Source: an optimization exercise on an open RTL-to-GDS flow (aim: small area). Production flows keep margins and buffers that such runs may drop. At most, simulation tests tie the RTL to the original design; equivalence was not proved. Only the layout flow was run in run 2; the RTL was not checked for function there. Power figures rest on the tool's default switching activity, not on a simulated workload.

**design/flow/design.v**
```verilog
module uart_rx (
    input  wire       clk,
    input  wire       rst,
    input  wire       din,
    output reg  [7:0] data_out,
    output reg        valid
);
reg [3:0] ph;
reg [9:0] etu;
wire [9:0] etu_nx = {etu[8:0], ~(etu[9] ^ etu[6])};
wire etu_half = ~etu[0] & etu[1] & ~etu[2] & ~etu[5] & ~etu[6] & ~etu[7] & ~etu[9];
wire etu_full = ~etu[0] & ~etu[1] & etu[3] & ~etu[4] & ~etu[5] & etu[6] & etu[7] & ~etu[8] & etu[9];
wire start = (ph == 4'b0001);
always @(posedge clk) begin
  if (rst) begin
    ph <= 4'b0001;
    etu <= 10'd0;
    valid <= 1'b0;
  end else begin
    valid <= 1'b0;
    etu <= etu_nx;
    if (start) begin
      if (din)
        etu <= 10'd0;
      else if (etu_half) begin
        ph <= 4'b1000;
        etu <= 10'd0;
      end
    end else if (etu_full) begin
      etu <= 10'd0;
      if (ph[3]) begin
        data_out <= {din, data_out[7:1]};
        ph <= ph + 4'd1;
      end else begin
        ph <= 4'b0001;
        valid <= din;
      end
    end
  end
end
endmodule
module uart_tx (
  input  wire       clk,
  input  wire       rst,
  output reg        dout,
  input  wire [7:0] data_in,
  input  wire       en,
  output wire       rdy
);
reg [3:0] ph;
reg [9:0] etu;
wire [9:0] etu_nx = {etu[8:0], ~(etu[9] ^ etu[6])};
wire etu_full = ~etu[0] & ~etu[1] & etu[3] & ~etu[4] & ~etu[5] & etu[6] & etu[7] & ~etu[8] & etu[9];
assign rdy = (ph == 4'b0010);
always @(posedge clk) begin
  if (rst) begin
    ph <= 4'b0010;
    dout <= 1'b1;
    etu <= 10'd0;
  end else begin
    etu <= etu_nx;
    if (rdy) begin
      etu <= 10'd0;
      if (en) begin
        dout <= 1'b0;
        ph <= 4'b1000;
      end
    end else if (etu_full) begin
      etu <= 10'd0;
      dout <= ph[3] ? data_in[ph[2:0]] : 1'b1;
      ph <= ph + 4'd1;
    end
  end
end
endmodule
module uint32_receiver(
  input             clk,
  input             shift,
  input      [7:0]  uart_data,
  output reg [23:0] data
);
always @(posedge clk)
  if (shift)
    data <= {data[15:0], uart_data};
endmodule
module pwm #(parameter W = 3, parameter [W-1:0] TERM = 4) (
  input  clk,
  input  rst,
  output term
);
reg [W-1:0] counter;
assign term = &(counter | ~TERM);
always @(posedge clk)
  if (rst || term)
    counter <= {W{1'b0}};
  else
    counter <= counter + 1'b1;
endmodule
module glitch(
  input clk,
  input rst,
  input enable,
  input wire [31:0] glitch_delay,
  input wire [31:0] glitch_width,
  input wire [31:0] glitch_count,
  input wire [31:0] glitch_gap,
  input wire [31:0] glitch_max,
  input wire [31:0] reset_target,
  input wire width_zero,
  input wire gap_zero,
  input wire max_zero,
  input wire target_zero,
  output reg glitched,
  input wire vstart,
  output reg vout,
  output wire finished,
  output wire reset_out
    );
reg [31:0] phase_cnt;
reg [31:0] pulse_no;
reg [31:0] cycles;
reg [31:0] reset_cnt;
reg [1:0] state;    
wire s_delay = !state[0] && !state[1];
wire s_glitch = state[0];
wire s_gap = state[1];
function [31:0] inc32(input [31:0] x, input ci);
  integer i;
  reg c;
  begin
    c = ci;
    for (i = 0; i < 32; i = i + 1) begin
      inc32[i] = x[i] ^ c;
      c = x[i] & c;
    end
  end
endfunction
wire [31:0] phase_nx = inc32(phase_cnt, !(rst && !s_delay));
wire [31:0] phase_len = ({32{s_delay}} & glitch_delay) |
                        ({32{s_glitch}} & glitch_width) |
                        ({32{s_gap}} & glitch_gap);
wire phase_hit = phase_cnt == phase_len;
wire phase_done = phase_hit || (s_glitch && width_zero) || (s_gap && gap_zero);
wire count_done = pulse_no == glitch_count;
wire [31:0] rt_diff = reset_cnt ^ reset_target;
wire target_eq = rt_diff == 32'd0;
reg target_lt;
integer k;
always @(*) begin
  target_lt = 1'b0;
  for (k = 0; k < 32; k = k + 1)
    target_lt = rt_diff[k] ? reset_target[k] : target_lt;
end
assign finished = !max_zero && cycles == glitch_max;
assign reset_out = !enable || target_zero || !s_delay || target_eq;
wire pulse_end = enable && s_glitch && phase_done;       
wire train_end = pulse_end && count_done;                
wire rst_inc = enable && s_delay && !phase_done && target_lt;
wire rst_clr = (enable && s_delay && phase_done) || (rst && !rst_inc);
wire pulse_clr = !enable || train_end || (rst && !pulse_end);
always @(posedge clk)
  begin
    phase_cnt[31:1] <= (enable && !phase_done) ? phase_nx[31:1] : 31'd0;
    phase_cnt[0] <= enable && (phase_done ? !train_end : phase_nx[0]);
    pulse_no <= pulse_clr ? 32'd1 : inc32(pulse_no, pulse_end);
    cycles <= (rst && !train_end) ? 32'd0 : inc32(cycles, train_end);
    reset_cnt <= rst_clr ? 32'd0 : inc32(reset_cnt, rst_inc);
    glitched <= enable || (glitched && !rst);
    if (enable)
      begin
        if (s_glitch)
          state <= phase_done ? (count_done ? 2'd0 : 2'd2) : (rst ? 2'd0 : 2'd1);
        else if (s_gap)
          state <= phase_done ? 2'd1 : (rst ? 2'd0 : 2'd2);
        else
          state <= {1'b0, phase_done};
      end
    else
      state <= 2'd0;
    if (enable)
      begin
        if (s_glitch)
          vout <= phase_done ? 1'b1 : rst ? vstart : vout;
        else if (s_gap)
          vout <= phase_done ? 1'b0 : rst ? vstart : vout;
        else
          vout <= !phase_done;
      end
    else if (rst || !glitched)
      vout <= vstart;
  end
endmodule
module cmd(
  input clk,
  input din,
  input trigger_in,
  input rst,
  input finished,
  input glitched,
  input glitch_out,
  input gpio_in1,
  input gpio_in2,
  output reg gpio_out,
  output wire dout,
  output reg [1:0] force_state,
  output reg [31:0] glitch_delay,
  output reg [31:0] glitch_width,
  output reg [31:0] glitch_count,
  output reg [31:0] glitch_gap,
  output reg [31:0] glitch_max,
  output reg armed,
  output reg reset_glitcher,
  output reg vstart,
  output reg invert_trigger,
  output reg [31:0] reset_target,
  output reg width_zero,
  output reg gap_zero,
  output reg max_zero,
  output reg target_zero
  );
localparam [3:0] N_GPIO = 4'h0, N_RSTG = 4'h1, N_FORCE = 4'h2, N_ACK = 4'h3,
                 N_FLAG = 4'h4, N_DELAY = 4'h5, N_WIDTH = 4'h6, N_COUNT = 4'h7,
                 N_ARM = 4'h8, N_GAP = 4'h9, N_RST = 4'hA, N_VSTART = 4'hB,
                 N_MAX = 4'hC, N_BUILD = 4'hD, N_INVERT = 4'hE, N_RTGT = 4'hF;
reg busy;
reg [3:0] nib;
reg [1:0] count;
reg tx_en;
reg [7:0] tx_data;
reg u32_valid;
wire [7:0] rx_data;
wire rx_valid;
wire tx_rdy;
uart_rx rxi (
  .clk(clk),
  .rst(rst),
  .din(din),
  .data_out(rx_data),
  .valid(rx_valid)
  );
uart_tx txi (
  .clk(clk),
  .rst(rst),
  .dout(dout),
  .data_in(tx_data),
  .en(tx_en),
  .rdy(tx_rdy)
  );
wire is_four = (nib == N_DELAY) || (nib == N_WIDTH) || (nib == N_COUNT) ||
               (nib == N_GAP) || (nib == N_MAX) || (nib == N_RTGT);
wire is_reply = (nib == N_ACK) || (nib == N_BUILD);
wire [23:0] u32_hi;
uint32_receiver u32_rec(
  .clk(clk),
  .shift(busy && is_four && rx_valid && count != 2'd3),
  .uart_data(rx_data),
  .data(u32_hi)
);
wire [31:0] u32_data = {u32_hi, rx_data};
wire is_cmd = (rx_data[7:4] == 4'h4 && rx_data[3:0] != 4'h0 && rx_data[3:0] != 4'h3) ||
              rx_data == 8'h50;
wire [7:0] flags = {gpio_in2, gpio_out, gpio_in1, trigger_in, glitch_out, finished, glitched, armed};
reg [7:0] reply_byte;
always @(*)
  if (nib[3])    
    case (count)
      2'd0: reply_byte = 8'h14;
      2'd1: reply_byte = 8'h09;
      default: reply_byte = 8'h20;
    endcase
  else
    case (count)
      2'd0: reply_byte = u32_data[7:0];
      2'd1: reply_byte = u32_data[15:8];
      2'd2: reply_byte = u32_data[23:16];
      default: reply_byte = u32_data[31:24];
    endcase
wire [31:0] wdata = rst ? 32'd0 : u32_data;
wire wzero = rst || u32_data == 32'd0;
always @(posedge clk) begin
  if (rst || (u32_valid && nib == N_DELAY)) glitch_delay <= wdata;
  if (rst || (u32_valid && nib == N_WIDTH)) glitch_width <= wdata;
  if (rst || (u32_valid && nib == N_COUNT)) glitch_count <= wdata;
  if (rst || (u32_valid && nib == N_GAP))   glitch_gap <= wdata;
  if (rst || (u32_valid && nib == N_MAX))   glitch_max <= wdata;
  if (rst || (u32_valid && nib == N_RTGT))  reset_target <= wdata;
  if (rst || (u32_valid && nib == N_WIDTH)) width_zero <= wzero;
  if (rst || (u32_valid && nib == N_GAP))   gap_zero <= wzero;
  if (rst || (u32_valid && nib == N_MAX))   max_zero <= wzero;
  if (rst || (u32_valid && nib == N_RTGT))  target_zero <= wzero;
end
wire rx_nz = rx_data != 8'd0;
always @(posedge clk)
  begin
    if (rst)
      begin
        busy <= 1'b0;
        count <= 2'd0;
        tx_en <= 1'b0;
        u32_valid <= 1'b0;
        force_state <= 2'd2;
        armed <= 1'b0;
        reset_glitcher <= 1'b0;
        vstart <= 1'b0;
        invert_trigger <= 1'b0;
        gpio_out <= 1'b0;
      end
    else if (reset_glitcher)
      reset_glitcher <= 1'b0;
    else
      begin
        u32_valid <= 1'b0;
        tx_en <= busy && is_reply;
        if (!busy)
          begin
            if (rx_valid && is_cmd)
              begin
                busy <= 1'b1;
                nib <= rx_data[3:0];
                tx_en <= 1'b1;
                if (rx_data != 8'd68 && rx_data != 8'd77)
                  tx_data <= rx_data;
              end
          end
        else if (is_four)
          begin
            if (rx_valid)
              begin
                count <= count + 2'd1;
                if (count == 2'd3)
                  u32_valid <= 1'b1;
              end
            if (u32_valid)
              nib <= N_ACK;
          end
        else if (is_reply)
          begin
            if (tx_rdy && tx_en)
              begin
                tx_data <= reply_byte;
                count <= count + 2'd1;
                if (count == 2'd3)
                  busy <= 1'b0;
              end
          end
        else if (nib == N_FLAG)
          begin
            if (tx_rdy)
              begin
                tx_data <= flags;
                busy <= 1'b0;
              end
          end
        else if (rx_valid)    
          begin
            tx_data <= rx_data;
            tx_en <= 1'b1;
            if (nib != N_RST)
              busy <= 1'b0;
            case (nib)
              N_FORCE:  force_state <= rx_data[1:0];
              N_RSTG:   reset_glitcher <= rx_nz;
              N_ARM:    armed <= rx_nz;
              N_VSTART: vstart <= rx_nz;
              N_INVERT: invert_trigger <= rx_nz;
              N_GPIO:   gpio_out <= rx_nz;
              default: ;
            endcase
          end
      end
  end
endmodule
module top(
  input clk,
  input rst,
  input ftdi_rx,
  input trigger_in,
  input gpio_in1,
  input gpio_in2,
  output gpio_out,
  output ftdi_tx,
  output led0_g,
  output led0_r,
  output led0_b,
  output led2_g,
  output led2_r,
  output led2_b,
  output led_blink,
  output led5_debug,
  output led6_debug,
  output debug_io0_14_p30,
  output led_glitch_out,
  output wire glitch_out,
  output invert_glitch_out,
  output wire reset_out
    );
wire [31:0] glitch_delay;
wire [31:0] glitch_width;
wire [31:0] glitch_count;
wire [31:0] glitch_gap;
wire [31:0] glitch_max;
wire [31:0] reset_target;
wire armed;
wire glitched;
wire finished;
wire vstart;
wire invert_trigger;
wire [1:0] force_state;
wire reset_glitcher;
wire glitch;
wire width_zero, gap_zero, max_zero, target_zero;
cmd cmd_inst
(
  .clk(clk),
  .rst(rst),
  .din(ftdi_rx),
  .dout(ftdi_tx),
  .trigger_in(trigger_in),
  .glitch_delay(glitch_delay),
  .glitch_width(glitch_width),
  .glitch_count(glitch_count),
  .glitch_gap(glitch_gap),
  .glitch_max(glitch_max),
  .armed(armed),
  .finished(finished),
  .glitched(glitched),
  .glitch_out(glitch_out),
  .force_state(force_state),
  .reset_glitcher(reset_glitcher),
  .vstart(vstart),
  .invert_trigger(invert_trigger),
  .reset_target(reset_target),
  .gpio_in1(gpio_in1),
  .gpio_in2(gpio_in2),
  .gpio_out(gpio_out),
  .width_zero(width_zero),
  .gap_zero(gap_zero),
  .max_zero(max_zero),
  .target_zero(target_zero)
  );
wire automatic_out = force_state == 2'd2;
wire trigger = invert_trigger ^ trigger_in;
assign glitch_out = automatic_out ? glitch : force_state[0];
assign invert_glitch_out = !glitch_out;
wire enable = automatic_out && !finished &&
              ((armed && trigger) || (!max_zero && glitched));
glitch glitchi
(
  .clk(clk),
  .rst(rst || reset_glitcher),
  .enable(enable),
  .vout(glitch),
  .glitch_delay(glitch_delay),
  .glitch_width(glitch_width),
  .glitch_count(glitch_count),
  .glitch_gap(glitch_gap),
  .glitch_max(glitch_max),
  .glitched(glitched),
  .vstart(vstart),
  .finished(finished),
  .reset_target(reset_target),
  .reset_out(reset_out),
  .width_zero(width_zero),
  .gap_zero(gap_zero),
  .max_zero(max_zero),
  .target_zero(target_zero)
);
wire t5, t13, t17, t33, t49;
pwm #(.W(3), .TERM(3'd4))   p5  (.clk(clk), .rst(rst), .term(t5));
pwm #(.W(4), .TERM(4'd12))  p13 (.clk(clk), .rst(rst), .term(t13));
pwm #(.W(5), .TERM(5'd16))  p17 (.clk(clk), .rst(rst), .term(t17));
pwm #(.W(6), .TERM(6'd32))  p33 (.clk(clk), .rst(rst), .term(t33));
pwm #(.W(6), .TERM(6'd48))  p49 (.clk(clk), .rst(rst), .term(t49));
wire t65 = t5 && t13;
reg r_led0_r, r_led0_g, r_led0_b, r_led2_r, r_led2_g, r_led2_b;
always @(posedge clk) begin
  r_led0_r <= !rst && t65 && finished;
  r_led0_g <= !rst && t17 && glitched && !finished;
  r_led0_b <= !rst && t65 && !glitched && armed;
  r_led2_r <= !rst && t33 && trigger_in;
  r_led2_g <= !rst && t5 && trigger_in;
  r_led2_b <= !rst && t49 && trigger_in;
end
assign led0_r = r_led0_r;
assign led0_g = r_led0_g;
assign led0_b = r_led0_b;
assign led2_r = r_led2_r;
assign led2_g = r_led2_g;
assign led2_b = r_led2_b;
assign debug_io0_14_p30 = glitch_out;
assign led5_debug = reset_out;
assign led6_debug = reset_target[0];
assign led_glitch_out = glitch_out;
reg [21:0] hb;
reg blink;
wire hb_low_zero = hb[20:0] == 21'd0;
wire hb_last = hb[21] && hb_low_zero;
always @(posedge clk) begin
  if (rst) begin
    hb <= 22'd0;
    blink <= 1'b0;
  end else begin
    hb <= {hb[20:0], hb[21] ^ hb[20] ^ hb_low_zero};
    blink <= blink ^ hb_last;
  end
end
assign led_blink = blink;
endmodule
```
**design/flow/flow/run.sh**
```bash
#!/bin/bash
# The standard layout, except that synthesis maps the logic with the ABC
# script in flow/abc_map.script (an area-leaning mapping) in place of
# ORFS's abc_speed.script. Everything else, registers included, is as the
# standard synthesis makes it. Logs: synth.log and layout.log here, and
# ORFS's own logs under orfs/logs.
set -euo pipefail
WORK=$PWD
rm -rf "$WORK/alt_scripts"
cp -r "$FLOW_HOME/scripts" "$WORK/alt_scripts"
cp "$WORK/flow/abc_map.script" "$WORK/alt_scripts/abc_speed.script"
bash "$WORK/standard.sh" SCRIPTS_DIR="$WORK/alt_scripts" synth > "$WORK/synth.log" 2>&1
bash "$WORK/standard.sh" > "$WORK/layout.log" 2>&1
```
**design/flow/flow/abc_map.script**
```
strash
ifraig
scorr
dc2
dretime
strash
&get -n
&dch -f
&nf
&put
strash
&get -n
&dch -f
&nf
&put
```
**design/flow/standard.sh**
```bash
#!/bin/bash
# synth_recipe.tcl (not shown) runs the flow's synth.tcl, then flattens the netlist and writes it again
# the make line also repeats each setting of config.mk as NAME=value (left out here)
make -C /OpenROAD-flow-scripts/flow DESIGN_CONFIG=/design/flow/config.mk WORK_HOME=/design/flow/orfs CLKGATE_MAP_FILE= SYNTH_SCRIPT=/design/flow/synth_recipe.tcl "${@:-finish}"
```
**design/flow/config.mk**
```make
export PLATFORM = sky130hd
export DESIGN_NAME = top
export DESIGN_NICKNAME = top
export VERILOG_FILES = /design/flow/design.v
export SDC_FILE = /design/flow/constraint.sdc
export NUM_CORES = 4
export LEC_CHECK = 0
export CAP_MARGIN = 10
export CORE_MARGIN = 2
export CORE_UTILIZATION = 65
export CTS_BUF_LIST = sky130_fd_sc_hd__clkbuf_8
export CTS_CLUSTER_DIAMETER = 50
export CTS_CLUSTER_SIZE = 16
export SLEW_MARGIN = 10
```
**design/flow/constraint.sdc**
```tcl
create_clock -name core_clock -period 10.0 [get_ports {clk}]
set_input_delay 2.0000 -clock core_clock [delete_from_list [all_inputs] [get_ports {clk}]]
set_output_delay 2.0000 -clock core_clock [all_outputs]
set_load 0.01 [all_outputs]
```
==> impl.org, run 1 <==
** Status
- Outcome :: complete, no violations

** Placed design
- Once placement completed, the tool counted placed cells totaling 1915.
- At the end of routability-driven placement, the weighted congestion stood at 0.907.
- Detail Placement HPWL :: 29100 µm
- Input and output buffers added on the ports amount to 21.

** Synthesis
- Share of synthesized area occupied by flip-flops and latches :: 62.0%
- Area share of and/or/nand/nor cells after synthesis :: 14.9%
- Xor/xnor share of the synthesized area :: 3.65%
- In the synthesized netlist the async set-or-reset flop fraction comes to 0%.
- Post-Synth Adder-Cell Area :: 9.04%
- Multiplexer area fraction after synthesis :: 0.343%
- In this run, synthesis produced a sequential element count of 467.
- Net Count, Synth :: 1630
- Count of distinct cell types in the synthesized netlist :: 57
- Area contributors post-synth :: sky130_fd_sc_hd__edfxtp_1 (38%), sky130_fd_sc_hd__dfxtp_1 (24%), sky130_fd_sc_hd__ha_1 (9.0%), sky130_fd_sc_hd__nor2b_1 (3.8%), sky130_fd_sc_hd__xnor2_1 (2.0%)
- Number of enable flip-flop cells after synthesis :: 241
- Leading register cell type out of synthesis :: sky130_fd_sc_hd__edfxtp_1
- Cell taking the most area after synthesis :: sky130_fd_sc_hd__edfxtp_1
- Summing every instance area after synthesis gives 19000 µm².
- The share of synthesized area in the top cell type comes to 38.2%.
- During synthesis, Yosys emitted a total of 11 warnings.
- After synthesis, the largest family of logic cells by area is simple AND/OR/NAND/NOR gates.
- Synth Instances :: 1487
- Synth cell count leaders :: sky130_fd_sc_hd__edfxtp_1 (241), sky130_fd_sc_hd__dfxtp_1 (226), sky130_fd_sc_hd__ha_1 (137)
- Fraction of the mapped netlist area in compound gates :: 8.83%
- Most common cell in the synthesized netlist :: sky130_fd_sc_hd__edfxtp_1
- Post-Syn Area per Cell :: 12.8 µm²

** STA
- Setup TNS :: 0 ns
- The clock period could shrink to 9.57 ns.
- FMAX :: 105 MHz
- For the pin with the worst max-slew slack, the measured transition is 1.26 ns.
- Post-route worst hold slack :: 0.432 ns
- Headroom to the max-slew limit :: 15.5%
- Setup violations remaining at the end of the flow were counted as 0.
- Of the available clock period, the critical path in the final layout requires 95.7%.
- The final max-slew violation count was 0.
- Clock skew :: 0.0308 ns
- The hold violation count in the final report came to 0.

** GRT
- Number of global-route vias before repair :: 11700
- Entering global routing, the biggest net connects 59 pins.
- The initial antenna violation count was 0.
- Overflow after GRT :: 0
- The first global-routing pass estimated 65800 µm of wire.
- Across every metal layer, demand over resource in global routing totals 28.2%.

** Die
- Measured along the x axis, the die boundary spans 175 µm.
- The initial utilization of the core area, before any placement, comes to 66.1%.
- From bottom edge to top edge, the die measures 175 µm.
- Number of ports placed on the die boundary :: 22
- Full die area :: 30600 µm²
- Core Box Area :: 28700 µm²
- Placement row count :: 62

** Worst setup path
- The worst setup path is of the register to register kind.
- STA classifies the critical path endpoint as a register.
- The endpoint identified for the worst register-to-register timing path is glitchi.reset_cnt[30]$_SDFF_PP0_.
- The slowest stage of the critical path is the sky130_fd_sc_hd__edfxtp_1 cell.
- The worst register-to-register path begins at cmd_inst.reset_target[1]$_DFFE_PP_.
- Logic depth of the worst register-to-register path :: 49
- STA puts the critical path data required time at 10.47 ns.
- Critical path arrival :: 10.03 ns
- On the worst path, the slowest cell contributes a delay of 0.41 ns.
- The number of buffers and inverters on the critical path is 0.
- The worst setup path is launched from a register.
- Along the worst path, the maximum fanout reaches 2.
- Reg2Reg Setup Slack :: 0.43 ns
- On the critical path the largest part of the delay comes from adder cells.
- The cell that appears most often on the critical path is sky130_fd_sc_hd__ha_1.

** CTS
- CTS Buf Count :: 41
- Clock-pin slew was measured on the worst setup and hold paths at 0.10 ns.
- In this run the number of H-tree levels came out at 2.
- The clock reaches the later pin of the worst-skew pair after 0.59 ns.
- Count of hold-fix buffers inserted at cts :: 0
- Clock tree from TritonCTS :: done
- CTS placed an instance of sky130_fd_sc_hd__clkbuf_8 at the clock tree root.
- The clock net in this run drives a total of 467 sinks.
- Deepest clock path buffer count :: 3

** Routing
- In the final routed layout, each cell accounts on average for 21.2 µm.
- In the routed layout, each cell is associated on average with a via count of 6.05.
- The first routing iteration left 1295 violations.
- Post-route antenna net violation count :: 0
- Initial DRT Pass Iterations :: 8
- Vias after detailed routing :: 12000
- Wires add up to 42200 µm.
- For this run, design rule violations remaining after detail routing come to 0.

** Cells and area
- From synthesis to final layout, the design area changed by 9.96%.
- The filler cells instantiated in the layout total 2061.
- The final layout contains 1718 nets.
- Final std cells w/o fill :: 1991
- Number of diodes :: 0
- Ratio of cells with drive above 1 in the final layout :: 7.47%

** Power and ir drop
- For this design the ratio of total power to cell area is 162 nW/µm².
- Worst IR drop on VDD :: 0.150 mV
- Leakage Power :: 0.00831 µW
- Total Power Consumption :: 3390 µW

** Min path
- Min-Delay Path Class :: register to register
- Along the worst hold path, the cell count comes to 1.
- Hold Crit Endpoint :: p5.counter[0]$_SDFF_PP0_
- Hold Path Origin :: p5.counter[0]$_SDFF_PP0_

** Run
- Max-cap violations in this run came to 0.
-- sequential cells by signal, indices dropped and copies added (netlist names), 5 cells and up --
signal / cells
cmd_inst.glitch_count: 32
cmd_inst.glitch_delay: 32
cmd_inst.glitch_gap: 32
cmd_inst.glitch_max: 32
cmd_inst.glitch_width: 32
cmd_inst.reset_target: 32
glitchi.cycles: 32
glitchi.phase_cnt: 32
glitchi.pulse_no: 32
glitchi.reset_cnt: 32
cmd_inst.u32_rec.data: 24
hb: 22
cmd_inst.rxi.etu: 10
cmd_inst.txi.etu: 10
cmd_inst.rxi.data_out: 8
cmd_inst.tx_data: 8
p33.counter: 6
p49.counter: 6
p17.counter: 5
-- layer usage --
layer | routed length, µm | GRT usage, % | vias up
met5 | 0 | 0 | -
met4 | 1970 | 11.7 | 0
met3 | 3480 | 5.22 | 95
met2 | 19000 | 44.0 | 465
met1 | 17800 | 39.4 | 5764
li1 | - | - | 5714
-- cells in the final DEF, fill, tap and decap left out, types with 44 or more instances in the layout --
cell type and count:
sky130_fd_sc_hd__xnor2_1 44, sky130_fd_sc_hd__clkbuf_8 45, sky130_fd_sc_hd__edfxtp_1 241, sky130_fd_sc_hd__dfxtp_1 225
sky130_fd_sc_hd__nor2b_1 114, sky130_fd_sc_hd__nand2_1 60, sky130_fd_sc_hd__ha_1 124, sky130_fd_sc_hd__and2_0 48
sky130_fd_sc_hd__a21oi_1 70, sky130_fd_sc_hd__clkinv_1 54, sky130_fd_sc_hd__nor2_1 67
-- power breakdown --
group | total (µW) | internal, µW | switching [µW]
Sequential | 2080 | 2050 | 21.7
Combinational | 129 | 42.3 | 86.6
Clock | 1180 | 539 | 642
-- repair_timing --
action / 4_1_cts / 5_1_grt
endpoints found under the setup margin: 0 / 4
gates resized for setup: 0 / 24
setup buffers: 0 / 1
-- metrics by stage --
stage / instance area, µm² / setup WS, ns / utilization [%]
floorplan: 19000 / 0.252 / -
global placement: 19900 / 0.0409 / 69.3
detailed placement: 19900 / -0.168 / 69.3
CTS: 20800 / 0.0987 / 72.4
global route: 20900 / -0.00375 / 72.6
finish: 20900 / 0.434 / 72.6
-- area by class of cell --
type | count | area, µm² | area share [%]
Multi-Input combinational cell | 964 | 7080 | 33.9
Timing Repair Buffer | 48 | 435 | 2.09
Clock inverter | 30 | 278 | 1.33
Sequential cell | 467 | 11800 | 56.4
Inverter | 53 | 199 | 0.954
Tap cell | 384 | 480 | 2.30
Clock buffer | 45 | 619 | 2.97
-- how the worst max path moves through the flow --
stage,from,depth (start not counted),slack (ns),end
after global placement,trigger_in,41,0.04,glitchi.reset_cnt[30]$_SDFF_PP0_
after detailed placement,trigger_in,41,-0.17,glitchi.reset_cnt[30]$_SDFF_PP0_
after CTS,cmd_inst.reset_target[0]$_DFFE_PP_,50,0.1,glitchi.reset_cnt[30]$_SDFF_PP0_
final,cmd_inst.reset_target[1]$_DFFE_PP_,49,0.43,glitchi.reset_cnt[30]$_SDFF_PP0_
after global routing,glitchi.reset_cnt[0]$_SDFF_PP0_,51,-0.004,glitchi.reset_cnt[30]$_SDFF_PP0_
after floorplan,glitchi.state[0]$_SDFF_PN0_,43,0.25,glitchi.reset_cnt[30]$_SDFF_PP0_
-- cell families after synthesis --
logic type / count (synthesis)
flops: 467
fa+ha+maj: 137
mux: 4
simple gates: 502
xor+xnor: 79
buf+inv: 56
compound gates: 242
==> run 2: changes to the inputs <==
--- a/design/flow/design.v
+++ b/design/flow/design.v
@@ -84,5 +84,6 @@
     data <= {data[15:0], uart_data};
 endmodule
-module pwm #(parameter W = 3, parameter [W-1:0] TERM = 4) (
+module pwm #(parameter W = 3, parameter TA = 0, parameter TB = 2,
+             parameter [W-1:0] MASK = 3'b011, parameter [W-1:0] VALUE = 3'b011) (
   input  clk,
   input  rst,
@@ -90,10 +91,10 @@
 );
 reg [W-1:0] counter;
-assign term = &(counter | ~TERM);
+assign term = (counter & MASK) == VALUE;
 always @(posedge clk)
   if (rst || term)
     counter <= {W{1'b0}};
   else
-    counter <= counter + 1'b1;
+    counter <= {counter[W-2:0], ~(counter[TA] ^ counter[TB])};
 endmodule
 module glitch(
@@ -467,9 +468,9 @@
 );
 wire t5, t13, t17, t33, t49;
-pwm #(.W(3), .TERM(3'd4))   p5  (.clk(clk), .rst(rst), .term(t5));
-pwm #(.W(4), .TERM(4'd12))  p13 (.clk(clk), .rst(rst), .term(t13));
-pwm #(.W(5), .TERM(5'd16))  p17 (.clk(clk), .rst(rst), .term(t17));
-pwm #(.W(6), .TERM(6'd32))  p33 (.clk(clk), .rst(rst), .term(t33));
-pwm #(.W(6), .TERM(6'd48))  p49 (.clk(clk), .rst(rst), .term(t49));
+pwm #(.W(3), .TA(0), .TB(2), .MASK(3'b011), .VALUE(3'd3))      p5  (.clk(clk), .rst(rst), .term(t5));
+pwm #(.W(4), .TA(0), .TB(3), .MASK(4'b1101), .VALUE(4'd14 & 4'b1101))  p13 (.clk(clk), .rst(rst), .term(t13));
+pwm #(.W(5), .TA(1), .TB(4), .MASK(5'b01101), .VALUE(5'd26 & 5'b01101)) p17 (.clk(clk), .rst(rst), .term(t17));
+pwm #(.W(6), .TA(0), .TB(5), .MASK(6'b001110), .VALUE(6'd14 & 6'b001110)) p33 (.clk(clk), .rst(rst), .term(t33));
+pwm #(.W(6), .TA(0), .TB(5), .MASK(6'b111001), .VALUE(6'd57 & 6'b111001)) p49 (.clk(clk), .rst(rst), .term(t49));
 wire t65 = t5 && t13;
 reg r_led0_r, r_led0_g, r_led0_b, r_led2_r, r_led2_g, r_led2_b;
==> design/flow/run.sh (new file) <==
#!/bin/bash
# synth_recipe.tcl (not shown) runs the flow's synth.tcl, then flattens the netlist and writes it again
# the make line also repeats each setting of config.mk as NAME=value (left out here)
make -C /OpenROAD-flow-scripts/flow DESIGN_CONFIG=/design/flow/config.mk WORK_HOME=/design/flow/orfs CLKGATE_MAP_FILE= SYNTH_SCRIPT=/design/flow/synth_recipe.tcl finish
--- a/design/flow/config.mk
+++ b/design/flow/config.mk
@@ -8,5 +8,5 @@
 export CAP_MARGIN = 10
 export CORE_MARGIN = 2
-export CORE_UTILIZATION = 65
+export CORE_UTILIZATION = 78
 export CTS_BUF_LIST = sky130_fd_sc_hd__clkbuf_8
 export CTS_CLUSTER_DIAMETER = 50
removed: design/flow/flow/run.sh
removed: design/flow/flow/abc_map.script
removed: design/flow/standard.sh
==> impl.org, run 2 <==
** Status
- The run finished with no timing, DRC or antenna violations.

** Worst setup path
- Worst setup path category :: input pin to register
- STA classifies the critical path endpoint as a register.
- In this design, the stage delay of the slowest critical-path cell is 0.47 ns.
- Start of the worst register-to-register path :: glitchi.state[0]$_SDFF_PN0_
- Logic depth of the worst register-to-register path :: 40
- Reg2Reg Setup Slack :: 0.55 ns
- The slowest stage of the critical path belongs to the cell sky130_fd_sc_hd__clkdlybuf4s50_1.
- Critical Path Start :: trigger_in
- In this run the worst path has a maximum fanout of 10.
- Startpoint class of the critical path :: input pin
- Critical path arrival :: 9.91 ns
- Most used cell along the critical path :: sky130_fd_sc_hd__ha_1
- End of the worst register-to-register path :: glitchi.reset_cnt[30]$_SDFF_PP0_
- Data required time at the worst endpoint :: 10.43 ns

** Synthesis
- Synth cell count leaders :: sky130_fd_sc_hd__edfxtp_1 (241), sky130_fd_sc_hd__dfxtp_1 (226), sky130_fd_sc_hd__ha_1 (132)
- The number of nets in the synthesized netlist is 1750.
- Of all flip-flops after synthesis, the portion carrying an async set or reset was 0%.
- Share of synthesized area occupied by flip-flops and latches :: 59.6%
- Cell taking the most area after synthesis :: sky130_fd_sc_hd__edfxtp_1
- Synthesis Warnings :: 11
- The synthesized design devotes to its leading area cell type 36.6% of total area.
- For this run, the leading register cell type out of synthesis is sky130_fd_sc_hd__edfxtp_1.
- Yosys attributes the largest share of cell area to sky130_fd_sc_hd__edfxtp_1 (37%), sky130_fd_sc_hd__dfxtp_1 (23%), sky130_fd_sc_hd__ha_1 (8.4%), sky130_fd_sc_hd__xor2_1 (2.9%), sky130_fd_sc_hd__nor2b_1 (2.3%).
- Flip-flop and latch count after synthesis :: 467
- Post-Syn Area per Cell :: 12.2 µm²
- Summed instance area of the synthesized netlist :: 19700 µm²
- In the synthesized netlist, the number of instances is 1612.
- Count of distinct cell types in the synthesized netlist :: 69
- sky130_fd_sc_hd__edfxtp_1 is the most common cell in the netlist.
- Counting flops with a built-in enable in the synthesized netlist gives 241.

** Min path
- Min-Delay Path Class :: register to register
- Hold Path Origin :: cmd_inst.txi.etu[2]$_SDFF_PP0_
- Worst hold path stage count :: 1
- Hold Crit Endpoint :: cmd_inst.txi.etu[3]$_SDFF_PP0_

** STA
- FMAX :: 106 MHz
- Setup-violating endpoint count in the final report :: 0
- In this run the tightest slew margin relative to its limit is 20.2%.
- Dividing the final minimum period by the clock period gives 94.8%.
- The routed design could run at a clock period as short as 9.48 ns.
- Worst Max-Slew Pin Slew :: 1.20 ns
- Across all hold checks on the routed design, the worst slack comes to 0.454 ns.
- Pins over their slew limit :: 0
- Final hold viol count :: 0
- Unrepaired setup endpoints after global routing :: no
- Clock skew :: 0.0359 ns
- For the final routed database, the setup TNS stands at 0 ns.

** CTS
- Clock tree synthesis found a total of 467 sinks.
- Clock root cell :: sky130_fd_sc_hd__clkbuf_8
- The number of setup buffers added after CTS is 0.
- In this run the number of H-tree levels came out at 2.
- Clock tree from TritonCTS :: done
- Number of resized instances in the post-cts repair step :: 0
- The clock passes through at most 3 buffers.
- For the worst-skew pair, the clock arrives at the later sink with an insertion delay of 0.58 ns.
- CTS Buf Count :: 38
- Clock-pin slew was measured on the worst setup and hold paths at 0.09 ns.
- After clock tree synthesis, the flow added hold-fix buffers numbering 0.

** Placed design
- After detailed placement, the total cell area comes to 20200 µm².
- Input/output buffers :: 21
- Weighted congestion at the end of routability-driven global placement :: 0.915
- Detail Placement HPWL :: 29100 µm
- Count of placed standard cells including taps :: 1913

** Cells and area
- Most common library cell in the layout ignoring fill and taps :: sky130_fd_sc_hd__edfxtp_1
- Net count, final :: 1761
- The top cell types in the final layout, fill and taps aside, are sky130_fd_sc_hd__edfxtp_1 (241), sky130_fd_sc_hd__dfxtp_1 (224), sky130_fd_sc_hd__ha_1 (132).
- Post-synthesis to final-layout area growth :: 6.49%
- Ratio of cells with drive above 1 in the final layout :: 6.90%
- Post-layout instance area :: 21000 µm²
- The finished layout holds 1983 standard cells, fillers aside.
- 0 antenna diodes ended up in the layout.

** GRT
- Entering global routing, the biggest net connects 89 pins.
- Global-route wire length before repair :: 66400 µm
- GRT Util Overall :: 32.6%
- Overflow after GRT :: 0
- The initial antenna violation count came to 0.
- The number of global-route vias before repair was 12400.

** Die
- The floorplan step defined a die boundary enclosing 26600 µm².
- The die is 163 µm wide.
- For this configuration, the core starts out at a cell density of 78.9%.
- Number of ports placed on the die boundary :: 22
- From bottom edge to top edge, the die measures 163 µm.
- Core Box Area :: 25000 µm²
- Placement row count :: 58

** Power and ir drop
- Worst IR drop on VDD :: 0.203 mV
- Leakage Power :: 0.00852 µW
- P per Cell Area :: 156 nW/µm²
- The completed layout was analyzed and its total power is 3270 µW.

** Routing
- Wires add up to 42400 µm.
- The pre-antenna-repair detailed-routing pass consisted of 10 iterations.
- In the routed layout, each cell is associated on average with a via count of 6.46.
- The first routing iteration left 1444 violations.
- DR top layer :: met4
- Met2 routed wirelength :: 20400 µm
- Routed length on met3 :: 3600 µm
- For this run, design rule violations remaining after detail routing come to 0.
- For this block, the via count after detailed routing is 12800.
- Post-route antenna net violation count :: 0
- Wl on met1 :: 16600 µm
- Post-DR wirelength/cell :: 21.4 µm

** Run
- Number of violations of the max-capacitance limit :: 0
run 2: report_power, final:
| group | switching [µW] | internal [µW] |
|---|---|---|
| registers | 20.2 | 2050 |
| logic | 88.8 | 41.6 |
| clock network | 607 | 466 |
| total | 716 | 2560 |
run 2: metrics by stage:
step                setup WS (ns)  utilization [%]
global placement            0.145             80.8
floorplan                   0.744                -
detailed placement        -0.0109             80.8
finish                      0.525             84.0
CTS                         0.379             84.0
global route               0.0452             84.0
run 2: worst max-delay path by stage:
| stage | cells past startpoint | to | slack, ns |
|---|---|---|---|
| floorplan | 40 | glitchi.pulse_no[30]$_SDFF_PP0_ | 0.74 |
| global placement | 40 | glitchi.pulse_no[30]$_SDFF_PP0_ | 0.15 |
| detailed placement | 40 | glitchi.pulse_no[30]$_SDFF_PP0_ | -0.01 |
| CTS | 40 | glitchi.reset_cnt[30]$_SDFF_PP0_ | 0.38 |
| global route | 41 | glitchi.reset_cnt[31]$_SDFF_PP0_ | 0.05 |
| finish | 40 | glitchi.pulse_no[30]$_SDFF_PP0_ | 0.52 |
run 2: cells by family after synthesis:
logic type | after synthesis | share of synthesized area, %
compound gates | 270 | 9.67
xor+xnor | 83 | 3.68
fa+ha+maj | 136 | 8.57
buf+inv | 141 | 3.08
flops | 467 | 59.6
mux | 8 | 0.564
simple gates | 507 | 14.9
run 2: final cells by class:
type / instances / area (µm²)
clock buffer: 44 / 606
clock inverter: 26 / 179
fill: 1365 / 4010
inverter: 71 / 267
multi-input combinational: 1004 / 7420
sequential: 467 / 11800
tap: 330 / 413
timing repair buffer: 41 / 380
run 2: layer usage:
layer	GRT usage (%)	up-vias
li1	-	5913
met1	43.7	6146
met2	53.2	615
met3	5.21	136
met4	14.0	0
met5	0	-
run 2: critical path: cells and delay by family:
family | cells | cell delay, ns
fa+ha+maj | 31 | 6.19
simple gates | 4 | 0.68
buf+inv | 2 | 0.58
compound gates | 2 | 0.27
xor+xnor | 1 | 0.17

-- port drivers added, routing unchanged --
In the flow no input, the clock included, has a driving cell. The finished layouts below were timed again as built, in two steps. Step 1, drivers: a clkbuf_16 drives clk and a buf_2 each remaining input, both assumed. Step 2 also shifts input and output timing later by t, the mid clock arrival at the registers, as if the neighbouring blocks saw the same clock. a / b / c = no drivers / after step 1 / after step 2; a / b = the first two.
| run | t (ns) | setup slack, ns | hold WS [ns] | worst setup path at the end | pins driven straight from the clock port |
|---|---|---|---|---|---|
| run 1 | 0.623 | 0.434 / 0.434 / 0.080 | 0.432 / 0.432 / 0.432 | input to register | 1 |
| run 2 | 0.603 | 0.525 / 0.547 / -0.054 | 0.454 / 0.454 / 0.454 | input to register | 1 |
With both steps, setup timing fails in run 2, where it was met with ideal ports. The setup slack of run 2, which loses most, moves by +0.022 ns with the drivers and by -0.579 ns with both steps.
